This design comes from an exercise in tuning for small area and a short achievable clock period on the open sky130 flow, not from production work. Function was checked by simulation only, so behaviour that the tests miss may differ from the original. Power figures rest on the tool's default switching activity, not on a simulated workload.

==> inputs of job 3442 <==
==> flow/design.v <==
module main(
   input start,
   input clk,
   input rst,
   input [7:0] pixel_in1,
   input [7:0] pixel_in2,
   input [7:0] pixel_in3,
   input [7:0] pixel_in4,
   input [7:0] filter,
   input [7:0] size,
   output reg ValidResult,
   output reg [18:0] Pixel_address,
   output reg [7:0] pixel_out1,
   output reg [7:0] pixel_out2,
   output reg [7:0] pixel_out3,
   output reg [7:0] pixel_out4
);
  function [7:0] med3;
    input [7:0] a, b, c;
    reg x, y, z;
    begin
      x = a > b; y = b > c; z = a > c;
      med3 = (x == y) ? b : ((x == z) ? c : a);
    end
  endfunction
  function [1:0] dirbin;
    input signed [10:0] gx, gy;
    begin
      dirbin = 2'd0;
      if (gy == 0 && gx[10:8] == 3'b000)
        case (gx[7:1])
          1,2,3,4,5,6,8,9,10,11,12,13,14,15,16,17,18,20,22,23,24,26,27,29,32,33,36,40,41,46,48,54,60: dirbin = 2'd1;
          30,34: dirbin = 2'd2;
          default: dirbin = 2'd0;
        endcase
    end
  endfunction
  reg [71:0] pr;           
  reg [7:0]  l4a1, l4a2;   
  reg [7:0]  a12_2, a23_2, a34_2, a12_3, a23_3, a34_3;  
  wire [7:0] L1a1 = pr[7:0],   L2a1 = pr[15:8],  L3a1 = pr[23:16];
  wire [7:0] L1a2 = pr[31:24], L2a2 = pr[39:32], L3a2 = pr[47:40];
  wire [9:0] s12 = L1a1 + L2a1 + L1a2 + L2a2;
  wire [9:0] s23 = L2a1 + L3a1 + L2a2 + L3a2;
  wire [9:0] s34 = L3a1 + l4a1 + L3a2 + l4a2;
  wire [7:0] a12_1 = s12[9:2], a23_1 = s23[9:2], a34_1 = s34[9:2];
  always @(posedge clk) begin
    if (rst) begin
      pr <= 0; l4a1 <= 0; l4a2 <= 0;
      a12_2 <= 0; a23_2 <= 0; a34_2 <= 0;
      a12_3 <= 0; a23_3 <= 0; a34_3 <= 0;
    end else begin
      pr <= {pr[47:0], pixel_in3, pixel_in2, pixel_in1};
      l4a1 <= pixel_in4; l4a2 <= l4a1;
      a12_2 <= a12_1; a23_2 <= a23_1; a34_2 <= a34_1;
      a12_3 <= a12_2; a23_3 <= a23_2; a34_3 <= a34_2;
    end
  end
  reg [7:0] b0, b1, b2, b3, b4, b5, b6, b7, b8;
  reg interp;
  always @(posedge clk) begin
    if (rst) begin
      b0 <= 0; b1 <= 0; b2 <= 0; b3 <= 0; b4 <= 0;
      b5 <= 0; b6 <= 0; b7 <= 0; b8 <= 0;
      interp <= 1'b0;
    end else if (size == 8'd0 || size == 8'd1 || size == 8'd3) begin
      b0 <= pr[7:0];   b1 <= pr[15:8];  b2 <= pr[23:16];
      b3 <= pr[31:24]; b4 <= pr[39:32]; b5 <= (size == 8'd0) ? pr[23:16] : pr[47:40];
      b6 <= pr[55:48]; b7 <= pr[63:56]; b8 <= pr[71:64];
      interp <= (size != 8'd0);
    end else if (size == 8'd2) begin
      b0 <= a12_1; b1 <= a23_1; b2 <= a34_1;
      b3 <= a12_2; b4 <= a23_2; b5 <= a34_2;
      b6 <= a12_3; b7 <= a23_3; b8 <= a34_3;
      interp <= 1'b0;
    end
  end
  wire [8:0] h03 = b0 + b3, h36 = b3 + b6, h01 = b0 + b1, h67 = b6 + b7;
  wire [8:0] h12 = b1 + b2, h78 = b7 + b8, h28 = b2 + b8, h34 = b3 + b4, h45 = b4 + b5;
  wire [9:0] q0134 = h01 + h34, q3467 = h34 + h67, q1245 = h12 + h45;
  wire [9:0] q4578 = h45 + h78;
  wire [7:0] p1  = b0;
  wire [7:0] p2  = interp ? h03[8:1] : b3;
  wire [7:0] p3  = interp ? h36[8:1] : b6;
  wire [7:0] p4  = interp ? b6 : 8'd0;
  wire [7:0] p5  = interp ? h01[8:1] : b1;
  wire [7:0] p6  = interp ? q0134[9:2] : b4;
  wire [7:0] p7  = interp ? q3467[9:2] : b7;
  wire [7:0] p8  = interp ? h67[8:1] : 8'd0;
  wire [7:0] p9  = interp ? h12[8:1] : b2;
  wire [7:0] p10 = interp ? q1245[9:2] : b5;
  wire [7:0] p11 = interp ? q4578[9:2] : b8;
  wire [7:0] p12 = interp ? h78[8:1] : 8'd0;
  wire [7:0] p13 = interp ? b2 : 8'd0;
  wire [7:0] p14 = interp ? b2 : 8'd0;
  wire [7:0] p15 = interp ? h28[8:1] : 8'd0;
  wire [7:0] p16 = interp ? b8 : 8'd0;
  wire signed [10:0] v91  = p9 - p1,   v102 = p10 - p2, v113 = p11 - p3, v124 = p12 - p4;
  wire signed [10:0] v135 = p13 - p5,  v146 = p14 - p6, v157 = p15 - p7, v168 = p16 - p8;
  wire signed [10:0] h31  = p3 - p1,   h75  = p7 - p5,  h119 = p11 - p9, h1513 = p15 - p13;
  wire signed [10:0] h42  = p4 - p2,   h86  = p8 - p6,  h1210 = p12 - p10, h1614 = p16 - p14;
  wire signed [10:0] h53  = p5 - p3,   h129 = p12 - p9;
  wire signed [10:0] gx1 = v91 + (v102 <<< 1) + v113;
  wire signed [10:0] gx2 = v102 + (v113 <<< 1) + v124;
  wire signed [10:0] gx3 = v135 + (v146 <<< 1) + v157;
  wire signed [10:0] gx4 = v146 + (v157 <<< 1) + v168;
  wire signed [10:0] gy1 = h31 + (h75 <<< 1) + h119;
  wire signed [10:0] gy2 = h42 + (h86 <<< 1) + h1210;
  wire signed [10:0] gy3 = h75 + (h119 <<< 1) + h1513;
  wire signed [10:0] gy4 = h86 + (h1210 <<< 1) + h1614;
  wire signed [10:0] sx3 = h53 - (v146 <<< 1) - v157;
  wire signed [10:0] sy4 = h86 + (h129 <<< 1) + h1614;
  function [10:0] l1norm;
    input signed [10:0] a, b;
    reg signed [10:0] t;
    begin
      t = (a[10] == b[10]) ? a + b : a - b;
      l1norm = t[10] ? -t : t;
    end
  endfunction
  wire [10:0] m1 = l1norm(gx1, gy1), m2 = l1norm(gx2, gy2);
  wire [10:0] m3 = l1norm(gx3, gy3), m4 = l1norm(gx4, gy4);
  wire [10:0] ms3 = l1norm(sx3, gy3), ms4 = l1norm(gx4, sy4);
  wire [7:0] ym1 = (m1[10:8] != 0) ? 8'd128 : {1'b0, m1[7:1]};
  wire [7:0] ym2 = (m2[10:8] != 0) ? 8'd128 : {1'b0, m2[7:1]};
  wire [7:0] ym3 = (m3[10:8] != 0) ? 8'd128 : {1'b0, m3[7:1]};
  wire [7:0] ym4 = (m4[10:8] != 0) ? 8'd128 : {1'b0, m4[7:1]};
  reg sob1, sob2, sob3, sob4;
  reg [1:0] cnt;   
  wire init = (cnt == 2'd3);
  always @(posedge clk) begin
    if (start) begin
      sob1 <= m1[10:7] != 0;
      sob2 <= m2[10:7] != 0;
      sob3 <= ms3[10:7] != 0;
      sob4 <= ms4[10:7] != 0;
    end
  end
  always @(posedge clk) begin
    if (rst) cnt <= 0;
    else if (start && !init) cnt <= cnt + 1'b1;
  end
  wire [7:0] cA = med3(p1, p5, p9),  cB = med3(p2, p6, p10);
  wire [7:0] cC = med3(p3, p7, p11), cD = med3(p4, p8, p12);
  wire [7:0] cE = med3(p5, p9, p13), cF = med3(p6, p10, p14);
  wire [7:0] cG = med3(p7, p11, p15), cH = med3(p8, p12, p16);
  wire [7:0] md1 = med3(cA, cB, cC), md2 = med3(cB, cC, cD);
  wire [7:0] md3 = med3(cE, cF, cG), md4 = med3(cF, cG, cH);
  reg [7:0] x1_1, x1_2, x1_3, x1_4, x2_1, x2_2, x2_3, x2_4, x3_1, x3_2, x3_3, x3_4;
  reg [7:0] y1_1, y1_2, y1_3, y1_4, y2_1, y2_2, y2_3, y2_4, y3_1, y3_2, y3_3, y3_4;
  reg [1:0] k1_1, k1_2, k1_3, k1_4, k2_1, k2_2, k2_3, k2_4;
  reg [1:0] k3_1, k3_2, k3_3, k3_4, k4_1, k4_2, k4_3, k4_4;
  reg cn1, cn2, cn3, cn4;
  function edgebit;
    input [1:0] d;
    input [7:0] m;    
    input [7:0] c1, c3, c4, c6, c7, c9;
    reg [7:0] a, b;
    begin
      case (d)
        2'd1: begin a = c3; b = c7; end
        2'd2: begin a = c1; b = c9; end
        default: begin a = c4; b = c6; end
      endcase
      edgebit = (m > {1'b0, a[7:1]}) && (m > {1'b0, b[7:1]});
    end
  endfunction
  always @(posedge clk) begin
    if (rst) begin
      y1_1 <= 0; y1_2 <= 0; y1_3 <= 0; y1_4 <= 0;
      k1_1 <= 0; k1_2 <= 0; k1_3 <= 0; k1_4 <= 0;
      k2_1 <= 0; k2_2 <= 0; k2_3 <= 0; k2_4 <= 0;
    end else begin
      y1_1 <= ym1; y1_2 <= ym2; y1_3 <= ym3; y1_4 <= ym4;
      k1_1 <= dirbin(gx1, gy1); k1_2 <= dirbin(gx2, gy2);
      k1_3 <= dirbin(gx3, gy3); k1_4 <= dirbin(gx4, gy4);
      k2_1 <= k1_1; k2_2 <= k1_2; k2_3 <= k1_3; k2_4 <= k1_4;
    end
  end
  always @(posedge clk) begin
    x1_1 <= md1; x1_2 <= md2; x1_3 <= md3; x1_4 <= md4;
    x2_1 <= x1_1; x2_2 <= x1_2; x2_3 <= x1_3; x2_4 <= x1_4;
    x3_1 <= x2_1; x3_2 <= x2_2; x3_3 <= x2_3; x3_4 <= x2_4;
    y2_1 <= y1_1; y2_2 <= y1_2; y2_3 <= y1_3; y2_4 <= y1_4;
    y3_1 <= y2_1; y3_2 <= y2_2; y3_3 <= y2_3; y3_4 <= y2_4;
    k3_1 <= k2_1; k3_2 <= k2_2; k3_3 <= k2_3; k3_4 <= k2_4;
    k4_1 <= k3_1; k4_2 <= k3_2; k4_3 <= k3_3; k4_4 <= k3_4;
    cn1 <= edgebit(k4_1, y3_1, p1, p3, p5, p7, p9, p11);
    cn2 <= edgebit(k4_2, y3_2, p2, p4, p6, p8, p10, p12);
    cn3 <= edgebit(k4_3, y3_3, p5, p7, p9, p11, p13, p15);
    cn4 <= edgebit(k4_4, y3_4, p6, p8, p10, p12, p14, p16);
  end
  wire run = init && (filter == 8'd0 || filter == 8'd1 || filter == 8'd2);
  always @(posedge clk) begin
    if (rst) begin
      pixel_out1 <= 0; pixel_out2 <= 0; pixel_out3 <= 0; pixel_out4 <= 0;
      Pixel_address <= 0;
      ValidResult <= 1'b0;
    end else if (run) begin
      if (filter == 8'd1) begin
        pixel_out1 <= x3_1; pixel_out2 <= x3_2; pixel_out3 <= x3_3; pixel_out4 <= x3_4;
      end else if (filter == 8'd0) begin
        pixel_out1 <= {8{sob1}}; pixel_out2 <= {8{sob2}};
        pixel_out3 <= {8{sob3}}; pixel_out4 <= {8{sob4}};
      end else begin
        pixel_out1 <= {8{cn1}}; pixel_out2 <= {8{cn2}};
        pixel_out3 <= {8{cn3}}; pixel_out4 <= {8{cn4}};
      end
      Pixel_address <= Pixel_address + 1'b1;
      ValidResult <= 1'b1;
    end
  end
endmodule
==> flow/run.sh <==
#!/bin/bash
# synth_recipe.tcl (not shown) runs the flow's synth.tcl, then flattens the netlist and writes it again
# the make line also repeats each setting of config.mk as NAME=value (left out here)
make -C /OpenROAD-flow-scripts/flow DESIGN_CONFIG=/design/flow/config.mk WORK_HOME=/design/flow/orfs CLKGATE_MAP_FILE= SYNTH_SCRIPT=/design/flow/synth_recipe.tcl finish
==> flow/config.mk <==
export PLATFORM = sky130hd
export DESIGN_NAME = main
export DESIGN_NICKNAME = main
export VERILOG_FILES = /design/flow/design.v
export SDC_FILE = /design/flow/constraint.sdc
export NUM_CORES = 4
export LEC_CHECK = 0
export CAP_MARGIN = 20
export CORE_MARGIN = 2
export CORE_UTILIZATION = 40
export SLEW_MARGIN = 20
==> flow/constraint.sdc <==
create_clock -name core_clock -period 52.0 [get_ports {clk}]
set_input_delay 10.4000 -clock core_clock [delete_from_list [all_inputs] [get_ports {clk}]]
set_output_delay 10.4000 -clock core_clock [all_outputs]
set_load 0.01 [all_outputs]
==> job 1108 (differences from job 3442) <==
==> flow/design.v, changed modules only <==
module main(
   input start,
   input clk,
   input rst,
   input [7:0] pixel_in1,
   input [7:0] pixel_in2,
   input [7:0] pixel_in3,
   input [7:0] pixel_in4,
   input [7:0] filter,
   input [7:0] size,
   output reg ValidResult,
   output reg [18:0] Pixel_address,
   output reg [7:0] pixel_out1,
   output reg [7:0] pixel_out2,
   output reg [7:0] pixel_out3,
   output reg [7:0] pixel_out4
);
  function [7:0] med3;
    input [7:0] a, b, c;
    reg x, y, z;
    begin
      x = a > b; y = b > c; z = a > c;
      med3 = (x == y) ? b : ((x == z) ? c : a);
    end
  endfunction
  function [1:0] dirbin;
    input signed [10:0] gx, gy;
    begin
      dirbin = 2'd0;
      if (gy == 0 && !gx[10] && gx[9:8] == 2'b00)
        case (gx[7:0])
          1,2,3,4,5,6,8,9,10,11,12,13,16,17,18,19,20,22,23,24,25,26,27,28,29,
          30,32,33,34,36,37,39,40,41,44,46,47,48,51,52,53,54,58,61,64,66,72,
          77,80,82,89,92,95,96,103,108,109,120,137: dirbin = 2'd1;
          60,65,68: dirbin = 2'd2;
          default: dirbin = 2'd0;
        endcase
    end
  endfunction
  function [10:0] absv;
    input signed [10:0] v;
    absv = v[10] ? -v : v;
  endfunction
  reg [71:0] pr;           
  reg [7:0]  l4a1, l4a2;   
  reg [7:0]  a12_2, a23_2, a34_2, a12_3, a23_3, a34_3;  
  wire [7:0] L1a1 = pr[7:0],   L2a1 = pr[15:8],  L3a1 = pr[23:16];
  wire [7:0] L1a2 = pr[31:24], L2a2 = pr[39:32], L3a2 = pr[47:40];
  wire [9:0] s12 = L1a1 + L2a1 + L1a2 + L2a2;
  wire [9:0] s23 = L2a1 + L3a1 + L2a2 + L3a2;
  wire [9:0] s34 = L3a1 + l4a1 + L3a2 + l4a2;
  wire [7:0] a12_1 = s12[9:2], a23_1 = s23[9:2], a34_1 = s34[9:2];
  always @(posedge clk) begin
    if (rst) begin
      pr <= 0; l4a1 <= 0; l4a2 <= 0;
      a12_2 <= 0; a23_2 <= 0; a34_2 <= 0;
      a12_3 <= 0; a23_3 <= 0; a34_3 <= 0;
    end else begin
      pr <= {pr[47:0], pixel_in3, pixel_in2, pixel_in1};
      l4a1 <= pixel_in4; l4a2 <= l4a1;
      a12_2 <= a12_1; a23_2 <= a23_1; a34_2 <= a34_1;
      a12_3 <= a12_2; a23_3 <= a23_2; a34_3 <= a34_2;
    end
  end
  reg [7:0] b0, b1, b2, b3, b4, b5, b6, b7, b8;
  reg interp;
  always @(posedge clk) begin
    if (rst) begin
      b0 <= 0; b1 <= 0; b2 <= 0; b3 <= 0; b4 <= 0;
      b5 <= 0; b6 <= 0; b7 <= 0; b8 <= 0;
      interp <= 1'b0;
    end else if (size == 8'd0 || size == 8'd1 || size == 8'd3) begin
      b0 <= pr[7:0];   b1 <= pr[15:8];  b2 <= pr[23:16];
      b3 <= pr[31:24]; b4 <= pr[39:32]; b5 <= (size == 8'd0) ? pr[23:16] : pr[47:40];
      b6 <= pr[55:48]; b7 <= pr[63:56]; b8 <= pr[71:64];
      interp <= (size != 8'd0);
    end else if (size == 8'd2) begin
      b0 <= a12_1; b1 <= a23_1; b2 <= a34_1;
      b3 <= a12_2; b4 <= a23_2; b5 <= a34_2;
      b6 <= a12_3; b7 <= a23_3; b8 <= a34_3;
      interp <= 1'b0;
    end
  end
  wire [8:0] h03 = b0 + b3, h36 = b3 + b6, h01 = b0 + b1, h67 = b6 + b7;
  wire [8:0] h12 = b1 + b2, h78 = b7 + b8, h28 = b2 + b8, h34 = b3 + b4, h45 = b4 + b5;
  wire [9:0] q0134 = h01 + h34, q3467 = h34 + h67, q1245 = h12 + h45;
  wire [9:0] q4578 = h45 + h78;
  wire [7:0] p1  = b0;
  wire [7:0] p2  = interp ? h03[8:1] : b3;
  wire [7:0] p3  = interp ? h36[8:1] : b6;
  wire [7:0] p4  = interp ? b6 : 8'd0;
  wire [7:0] p5  = interp ? h01[8:1] : b1;
  wire [7:0] p6  = interp ? q0134[9:2] : b4;
  wire [7:0] p7  = interp ? q3467[9:2] : b7;
  wire [7:0] p8  = interp ? h67[8:1] : 8'd0;
  wire [7:0] p9  = interp ? h12[8:1] : b2;
  wire [7:0] p10 = interp ? q1245[9:2] : b5;
  wire [7:0] p11 = interp ? q4578[9:2] : b8;
  wire [7:0] p12 = interp ? h78[8:1] : 8'd0;
  wire [7:0] p13 = interp ? b2 : 8'd0;
  wire [7:0] p14 = interp ? b2 : 8'd0;
  wire [7:0] p15 = interp ? h28[8:1] : 8'd0;
  wire [7:0] p16 = interp ? b8 : 8'd0;
  wire signed [10:0] v91  = p9 - p1,   v102 = p10 - p2, v113 = p11 - p3, v124 = p12 - p4;
  wire signed [10:0] v135 = p13 - p5,  v146 = p14 - p6, v157 = p15 - p7, v168 = p16 - p8;
  wire signed [10:0] h31  = p3 - p1,   h75  = p7 - p5,  h119 = p11 - p9, h1513 = p15 - p13;
  wire signed [10:0] h42  = p4 - p2,   h86  = p8 - p6,  h1210 = p12 - p10, h1614 = p16 - p14;
  wire signed [10:0] h53  = p5 - p3,   h129 = p12 - p9;
  wire signed [10:0] gx1 = v91 + (v102 <<< 1) + v113;
  wire signed [10:0] gx2 = v102 + (v113 <<< 1) + v124;
  wire signed [10:0] gx3 = v135 + (v146 <<< 1) + v157;
  wire signed [10:0] gx4 = v146 + (v157 <<< 1) + v168;
  wire signed [10:0] gy1 = h31 + (h75 <<< 1) + h119;
  wire signed [10:0] gy2 = h42 + (h86 <<< 1) + h1210;
  wire signed [10:0] gy3 = h75 + (h119 <<< 1) + h1513;
  wire signed [10:0] gy4 = h86 + (h1210 <<< 1) + h1614;
  wire signed [10:0] sx3 = h53 - (v146 <<< 1) - v157;
  wire signed [10:0] sy4 = h86 + (h129 <<< 1) + h1614;
  wire [10:0] ax1 = absv(gx1), ax2 = absv(gx2), ax3 = absv(gx3), ax4 = absv(gx4);
  wire [10:0] ay1 = absv(gy1), ay2 = absv(gy2), ay3 = absv(gy3), ay4 = absv(gy4);
  wire [10:0] asx3 = absv(sx3), asy4 = absv(sy4);
  wire [10:0] m1 = ax1 + ay1, m2 = ax2 + ay2, m3 = ax3 + ay3, m4 = ax4 + ay4;
  wire [10:0] ms3 = asx3 + ay3, ms4 = ax4 + asy4;
  wire [8:0] ym1 = (m1[10:8] != 0) ? 9'd256 : {1'b0, m1[7:0]};
  wire [8:0] ym2 = (m2[10:8] != 0) ? 9'd256 : {1'b0, m2[7:0]};
  wire [8:0] ym3 = (m3[10:8] != 0) ? 9'd256 : {1'b0, m3[7:0]};
  wire [8:0] ym4 = (m4[10:8] != 0) ? 9'd256 : {1'b0, m4[7:0]};
  reg sob1, sob2, sob3, sob4;
  reg [1:0] cnt;   
  wire init = (cnt == 2'd3);
  always @(posedge clk) begin
    if (rst) begin
      sob1 <= 0; sob2 <= 0; sob3 <= 0; sob4 <= 0;
      cnt <= 0;
    end else if (start) begin
      sob1 <= m1[10:7] != 0;
      sob2 <= m2[10:7] != 0;
      sob3 <= ms3[10:7] != 0;
      sob4 <= ms4[10:7] != 0;
      if (!init) cnt <= cnt + 1'b1;
    end
  end
  wire [7:0] cA = med3(p1, p5, p9),  cB = med3(p2, p6, p10);
  wire [7:0] cC = med3(p3, p7, p11), cD = med3(p4, p8, p12);
  wire [7:0] cE = med3(p5, p9, p13), cF = med3(p6, p10, p14);
  wire [7:0] cG = med3(p7, p11, p15), cH = med3(p8, p12, p16);
  wire [7:0] md1 = med3(cA, cB, cC), md2 = med3(cB, cC, cD);
  wire [7:0] md3 = med3(cE, cF, cG), md4 = med3(cF, cG, cH);
  reg [7:0] x1_1, x1_2, x1_3, x1_4, x2_1, x2_2, x2_3, x2_4, x3_1, x3_2, x3_3, x3_4;
  reg [8:0] y1_1, y1_2, y1_3, y1_4, y2_1, y2_2, y2_3, y2_4, y3_1, y3_2, y3_3, y3_4;
  reg [1:0] k1_1, k1_2, k1_3, k1_4, k2_1, k2_2, k2_3, k2_4;
  reg [1:0] k3_1, k3_2, k3_3, k3_4, k4_1, k4_2, k4_3, k4_4;
  reg cn1, cn2, cn3, cn4;
  function edgebit;
    input [1:0] d;
    input [8:0] m;
    input [7:0] c1, c3, c4, c6, c7, c9;
    reg [7:0] a, b;
    begin
      case (d)
        2'd1: begin a = c3; b = c7; end
        2'd2: begin a = c1; b = c9; end
        default: begin a = c4; b = c6; end
      endcase
      edgebit = (m > {1'b0, a}) && (m > {1'b0, b});
    end
  endfunction
  always @(posedge clk) begin
    if (rst) begin
      y1_1 <= 0; y1_2 <= 0; y1_3 <= 0; y1_4 <= 0;
      y2_1 <= 0; y2_2 <= 0; y2_3 <= 0; y2_4 <= 0;
      y3_1 <= 0; y3_2 <= 0; y3_3 <= 0; y3_4 <= 0;
      k1_1 <= 0; k1_2 <= 0; k1_3 <= 0; k1_4 <= 0;
      k2_1 <= 0; k2_2 <= 0; k2_3 <= 0; k2_4 <= 0;
      k3_1 <= 0; k3_2 <= 0; k3_3 <= 0; k3_4 <= 0;
      k4_1 <= 0; k4_2 <= 0; k4_3 <= 0; k4_4 <= 0;
      x1_1 <= 0; x1_2 <= 0; x1_3 <= 0; x1_4 <= 0;
      x2_1 <= 0; x2_2 <= 0; x2_3 <= 0; x2_4 <= 0;
      x3_1 <= 0; x3_2 <= 0; x3_3 <= 0; x3_4 <= 0;
      cn1 <= 0; cn2 <= 0; cn3 <= 0; cn4 <= 0;
    end else begin
      x1_1 <= md1; x1_2 <= md2; x1_3 <= md3; x1_4 <= md4;
      x2_1 <= x1_1; x2_2 <= x1_2; x2_3 <= x1_3; x2_4 <= x1_4;
      x3_1 <= x2_1; x3_2 <= x2_2; x3_3 <= x2_3; x3_4 <= x2_4;
      y1_1 <= ym1; y1_2 <= ym2; y1_3 <= ym3; y1_4 <= ym4;
      y2_1 <= y1_1; y2_2 <= y1_2; y2_3 <= y1_3; y2_4 <= y1_4;
      y3_1 <= y2_1; y3_2 <= y2_2; y3_3 <= y2_3; y3_4 <= y2_4;
      k1_1 <= dirbin(gx1, gy1); k1_2 <= dirbin(gx2, gy2);
      k1_3 <= dirbin(gx3, gy3); k1_4 <= dirbin(gx4, gy4);
      k2_1 <= k1_1; k2_2 <= k1_2; k2_3 <= k1_3; k2_4 <= k1_4;
      k3_1 <= k2_1; k3_2 <= k2_2; k3_3 <= k2_3; k3_4 <= k2_4;
      k4_1 <= k3_1; k4_2 <= k3_2; k4_3 <= k3_3; k4_4 <= k3_4;
      cn1 <= edgebit(k4_1, y3_1, p1, p3, p5, p7, p9, p11);
      cn2 <= edgebit(k4_2, y3_2, p2, p4, p6, p8, p10, p12);
      cn3 <= edgebit(k4_3, y3_3, p5, p7, p9, p11, p13, p15);
      cn4 <= edgebit(k4_4, y3_4, p6, p8, p10, p12, p14, p16);
    end
  end
  wire run = init && (filter == 8'd0 || filter == 8'd1 || filter == 8'd2);
  always @(posedge clk) begin
    if (rst) begin
      pixel_out1 <= 0; pixel_out2 <= 0; pixel_out3 <= 0; pixel_out4 <= 0;
      Pixel_address <= 0;
      ValidResult <= 1'b0;
    end else if (run) begin
      if (filter == 8'd1) begin
        pixel_out1 <= x3_1; pixel_out2 <= x3_2; pixel_out3 <= x3_3; pixel_out4 <= x3_4;
      end else if (filter == 8'd0) begin
        pixel_out1 <= {8{sob1}}; pixel_out2 <= {8{sob2}};
        pixel_out3 <= {8{sob3}}; pixel_out4 <= {8{sob4}};
      end else begin
        pixel_out1 <= {8{cn1}}; pixel_out2 <= {8{cn2}};
        pixel_out3 <= {8{cn3}}; pixel_out4 <= {8{cn4}};
      end
      Pixel_address <= Pixel_address + 1'b1;
      ValidResult <= 1'b1;
    end
  end
endmodule
==> notes <==
- Between job 3442 and job 1108, the lower global-route usage is in job 3442 (gap 0.44 points).
- In job 1108 the via count is higher than in job 3442, by 10%.
- Against job 1108, the core utilization of job 3442 is higher by 0.16 points.
- Of job 1108 and job 3442, job 3442 has the higher register-to-register slack (gap 0.22 ns).
- Between job 1108 and job 3442, the lower area after synthesis is in job 3442 (gap about 8%, measured against job 3442).
- Between job 3442 and job 1108, the lower sequential power is in job 1108 (gap about 5.6%, measured against job 1108).
- In job 1108 the sequential cell count is higher than in job 3442, by 12.
- Between job 3442 and job 1108, the lower final cell count is in job 3442 (gap 7.8%, measured against job 1108).
- Between job 3442 and job 1108, the lower clock power is in job 1108 (gap about 1%, measured against job 1108).
- Of job 3442 and job 1108, job 1108 has the higher clock skew (gap 0.028 ns).
- Of job 1108 and job 3442, job 3442 has the higher power (gap about 1.1%, measured against job 3442).

-- re-timing with driven ports --
No port has a modelled driver above. Below, the same layouts with a new extraction and two added sets of constraints. Step 1, drivers: a clkbuf_16 drives clk and a buf_2 each remaining input, both assumed. Step 2 moves the port delays by t, midway between the first and last clock arrival at a register: inputs arrive t later, outputs are due t later. That takes back most of the time a late clock gives input paths. a / b / c = ideal ports / drivers / drivers and shift; a / b = the first two.
run	t, ns	slack for setup (ns)	worst hold slack (ns)	slew at the worst register clock pin (ns)	worst slew at a driven data input, ns
job 3442	0.715	39.543 / 39.586 / 38.871	0.306 / 0.306 / 0.306	0.08 / 0.08	0.05
job 1108	0.724	39.493 / 39.493 / 38.961	0.405 / 0.405 / 0.405	0.07 / 0.07	0.06
After both steps setup and hold are still met in every run listed. The setup slack of job 3442, which loses most, moves by +0.043 ns with the drivers and by -0.672 ns with both steps.
